Source: an optimization exercise on an open RTL-to-GDS flow (aim: small area). Production flows keep margins and buffers that such runs may drop.
In this exercise RTL edits were held to simulation tests only and were not proved equivalent to the original.
No driver is modelled on the clock port, so clocking that relies on it looks cheaper here than on a real chip.
Power is estimated from default activity; no workload was simulated.

==> module mdio_clause45_controller, before the edit <==
module mdio_clause45_controller (
  input  logic        clk,
  input  logic        reset,
  input  logic [3:0]  div_u,           
  input  logic [2:0]  div_t,           
  output logic        mdc_o,
  input  logic        mdio_i,
  output logic        mdio_o,
  output logic        mdio_oe,
  input  logic        access_request,
  input  logic [1:0]  access_type,
  input  logic [4:0]  dev_type,
  input  logic [4:0]  phy_address,
  input  logic [15:0] write_data,
  output logic [15:0] read_data,
  output logic        access_complete,
  output logic        busy
  );
  logic [6:0]  pos;
  logic        request_pending;
  logic        write_operation;
  logic [1:0]  op;
  logic [25:0] shreg;
  logic tick, sample, mdc_high;
  logic st_idle, st_done, active, accept;
  logic in_cmd, in_ta, in_data;
  assign tick     = div_t[2] & div_u[3] & div_u[0];                   
  assign sample   = div_t == 3'd1 && div_u == 4'd2;                    
  assign mdc_high = div_t[2] | (div_t[1] & (div_t[0] | div_u >= 4'd5));  
  assign st_idle = pos[6] & pos[0];
  assign st_done = pos[6] & ~pos[0];
  assign active  = ~pos[6];
  assign in_cmd  = pos[6:4] == 3'b010 && pos[3:1] != 3'b111;
  assign in_ta   = pos[6:1] == 6'b010111;
  assign in_data = pos[6:4] == 3'b011;
  assign accept  = ~request_pending & st_idle & access_request;
  assign busy      = request_pending;
  assign read_data = shreg[15:0];
  assign write_operation = ~op[1];
  always_ff @(posedge clk) begin
    if (reset) begin
      request_pending <= 1'b0;
    end else if (st_done) begin
      request_pending <= 1'b0;
    end else if (accept) begin
      request_pending <= 1'b1;
    end
  end
  always_ff @(posedge clk) begin
    if (accept) begin
      op    <= access_type;
      shreg <= {phy_address, dev_type, write_data};
    end else if ((tick & ((in_cmd & pos[3:2] != 2'b00) | (in_data & write_operation)))
               | (sample & in_data & ~write_operation)) begin
      shreg <= {shreg[24:0], mdio_i};
    end
  end
  always_ff @(posedge clk) begin
    if (reset) begin
      pos <= 7'd65;
    end else if (tick) begin
      if (st_idle) begin
        if (request_pending) pos <= 7'd0;
      end else begin
        pos <= pos + 7'd1;
      end
    end
  end
  always_ff @(posedge clk) begin
    access_complete <= st_done & tick;
    mdc_o           <= active & mdc_high;
    mdio_oe         <= active & (write_operation | ~(in_ta | in_data));
    mdio_o          <= (active & ~pos[5])
                     | (in_cmd & pos[3:1] == 3'b001 & (pos[0] ? op[0] : op[1]))
                     | (in_cmd & pos[3:2] != 2'b00 & shreg[25])
                     | (write_operation & ((in_ta & ~pos[0]) | (in_data & shreg[25])));
  end
endmodule
==> flow/config.mk <==
export PLATFORM = sky130hd
export DESIGN_NAME = tri_mode_mac
export DESIGN_NICKNAME = tri_mode_mac
export VERILOG_FILES = /design/flow/design.v
export SDC_FILE = /design/flow/constraint.sdc
export NUM_CORES = 4
export LEC_CHECK = 0
export CAP_MARGIN = 20
export CORE_MARGIN = 2
export CORE_UTILIZATION = 65
export SLEW_MARGIN = 20
==> flow/constraint.sdc <==
create_clock -name core_clock -period 8.0 [get_ports {clk}]
set_input_delay 1.6000 -clock core_clock [delete_from_list [all_inputs] [get_ports {clk}]]
set_output_delay 1.6000 -clock core_clock [all_outputs]
set_load 0.01 [all_outputs]
standard.sh (not shown) runs the stock make flow with config.mk's settings and CLKGATE_MAP_FILE= SYNTH_SCRIPT=/design/flow/synth_recipe.tcl, a recipe that flattens the netlist after the stock synthesis.
==> flow/flow/run.sh <==
#!/bin/bash
# ORFS layout with three changes from the standard one:
#  - synthesis is the standard synthesis script, except that ABC maps the
#    logic with an area-oriented script (flow/area.abc, &deepsyn), and the
#    adders (counters) are left to ABC instead of half-adder cells. It is run
#    with twelve random seeds, four at a time, and the smallest result is kept. The flip-flops
#    are mapped before ABC runs, so they are the standard synthesis's;
#  - port buffers use the smallest buffer cell;
#  - the clock tree uses small clock buffers and no dummy loads; after CTS,
#    flow/post_cts.tcl upsizes the clock buffers whose loads see a slow edge.
set -euo pipefail
WORK=$PWD
FLOW=$WORK/flow
SEEDS="1 2 3 4 5 6 7 8 9 10 11 12"

# synthesis script: ORFS's synth.tcl with ABC's script replaced
for s in $SEEDS; do
  sed "s/@SEED@/$s/" "$FLOW/area.abc" > "$WORK/area_$s.abc"
  sed '/^source .*synth_preamble.tcl/a set abc_args [lreplace $abc_args 1 1 '"$WORK/area_$s.abc"']' \
    "$FLOW_HOME/scripts/synth.tcl" > "$WORK/area_synth_$s.tcl"
  grep -q "area_$s.abc" "$WORK/area_synth_$s.tcl"
  { echo 'set ::env(ADDER_MAP_FILE) ""'
    sed "s#\$::env(SCRIPTS_DIR)/synth.tcl#$WORK/area_synth_$s.tcl#" "$WORK/synth_recipe.tcl"; } > "$WORK/area_synth_recipe_$s.tcl"
  grep -q "area_synth_$s.tcl" "$WORK/area_synth_recipe_$s.tcl"
done

n=0
for s in $SEEDS; do
  make -C "$FLOW_HOME" DESIGN_CONFIG="$WORK/config.mk" WORK_HOME="$WORK/orfs_seed$s" CLKGATE_MAP_FILE= \
    SYNTH_SCRIPT="$WORK/area_synth_recipe_$s.tcl" synth > "synth_seed$s.log" 2>&1 &
  n=$((n + 1))
  if (( n % 4 == 0 )); then wait; fi
done
wait

best=""; best_area=""
for s in $SEEDS; do
  stat="$WORK/orfs_seed$s/reports/$FLOW_PLATFORM/tri_mode_mac/base/synth_stat.txt"
  [[ -f "$WORK/orfs_seed$s/results/$FLOW_PLATFORM/tri_mode_mac/base/1_synth.odb" && -f "$stat" ]] || continue
  area=$(sed -nE "s/.*Chip area for module .*: ([0-9.]+).*/\1/p" "$stat" | head -1)
  echo "seed $s: synthesized area $area" | tee -a synth_choice.log
  if [[ -z "$best" ]] || awk -v a="$area" -v b="$best_area" 'BEGIN { exit !(a < b) }'; then
    best=$s; best_area=$area
  fi
done
[[ -n "$best" ]]
echo "kept seed $best" | tee -a synth_choice.log
mv "$WORK/orfs_seed$best" "$WORK/orfs"

export BUFFER_PORTS_ARGS="-buffer_cell sky130_fd_sc_hd__buf_1"
export CTS_ARGS="-sink_clustering_enable -repair_clock_nets -dont_use_dummy_load -root_buf sky130_fd_sc_hd__clkbuf_8 -buf_list {sky130_fd_sc_hd__clkbuf_4}"
export POST_CTS_TCL="$FLOW/post_cts.tcl"
bash standard.sh > flow.log 2>&1
Other scripts of this flow, unchanged in this note and not shown: flow/flow/area.abc, flow/flow/post_cts.tcl
The starting point finished with timing, DRC and antenna clean.
Change:
--- a/flow/design.v
+++ b/flow/design.v
@@ -342,10 +342,9 @@
   );
   logic [6:0]  pos;
   logic        request_pending;
   logic        write_operation;
-  logic [1:0]  op;
-  logic [25:0] shreg;
+  logic [27:0] shreg;
   logic tick, sample, mdc_high;
   logic st_idle, st_done, active, accept;
   logic in_cmd, in_ta, in_data;
   assign tick     = div_t[2] & div_u[3] & div_u[0];                   
@@ -359,9 +358,8 @@
   assign in_data = pos[6:4] == 3'b011;
   assign accept  = ~request_pending & st_idle & access_request;
   assign busy      = request_pending;
   assign read_data = shreg[15:0];
-  assign write_operation = ~op[1];
   always_ff @(posedge clk) begin
     if (reset) begin
       request_pending <= 1'b0;
     end else if (st_done) begin
@@ -371,13 +369,13 @@
     end
   end
   always_ff @(posedge clk) begin
     if (accept) begin
-      op    <= access_type;
-      shreg <= {phy_address, dev_type, write_data};
-    end else if ((tick & ((in_cmd & pos[3:2] != 2'b00) | (in_data & write_operation)))
+      write_operation <= ~access_type[1];
+      shreg <= {access_type, phy_address, dev_type, write_data};
+    end else if ((tick & ((in_cmd & pos[3:1] != 3'b000) | (in_data & write_operation)))
                | (sample & in_data & ~write_operation)) begin
-      shreg <= {shreg[24:0], mdio_i};
+      shreg <= {shreg[26:0], mdio_i};
     end
   end
   always_ff @(posedge clk) begin
     if (reset) begin
@@ -394,11 +392,10 @@
     access_complete <= st_done & tick;
     mdc_o           <= active & mdc_high;
     mdio_oe         <= active & (write_operation | ~(in_ta | in_data));
     mdio_o          <= (active & ~pos[5])
-                     | (in_cmd & pos[3:1] == 3'b001 & (pos[0] ? op[0] : op[1]))
-                     | (in_cmd & pos[3:2] != 2'b00 & shreg[25])
-                     | (write_operation & ((in_ta & ~pos[0]) | (in_data & shreg[25])));
+                     | (in_cmd & pos[3:1] != 3'b000 & shreg[27])
+                     | (write_operation & ((in_ta & ~pos[0]) | (in_data & shreg[27])));
   end
 endmodule
 module tri_mode_mac (
   input  logic        clk,
Effect: Global-route usage went down by 0.70 points; critical path depth went down by 1; total power went down by a little under a tenth; die area went up slightly; register-to-register slack is better by 0.43 ns; non-clock buffer count went up by 1.

[static timing again, ports no longer ideal]
No port has a modelled driver above. Below, the same layouts with a new extraction and two added sets of constraints.
Step 1 sets driving cells, clkbuf_16 on the clock port and buf_2 on the other inputs (assumed; they add their load-dependent delay and slew).
Step 2, shift: input delay + t, output delay - t, t = (earliest + latest rising clock arrival at the registers) / 2. This alone moves slack from input paths to output paths.
Three values: no drivers, after step 1, after step 2; two values: the first two.
| run | shift t [ns] | setup WS [ns] | latest minus earliest clock arrival (ns) | worst slew at a driven data input, ns | pins driven straight from the clock port |
|---|---|---|---|---|---|
| the first run | 0.451 | 3.475 / 3.489 / 3.038 | 0.037 / 0.037 | 0.06 | 1 |
| the second run | 0.470 | 3.877 / 3.884 / 3.414 | 0.042 / 0.042 | 0.07 | 1 |
After both steps every run listed still meets setup and hold. The setup slack of the second run, which loses most, moves by +0.007 ns with the drivers and by -0.463 ns with both steps.
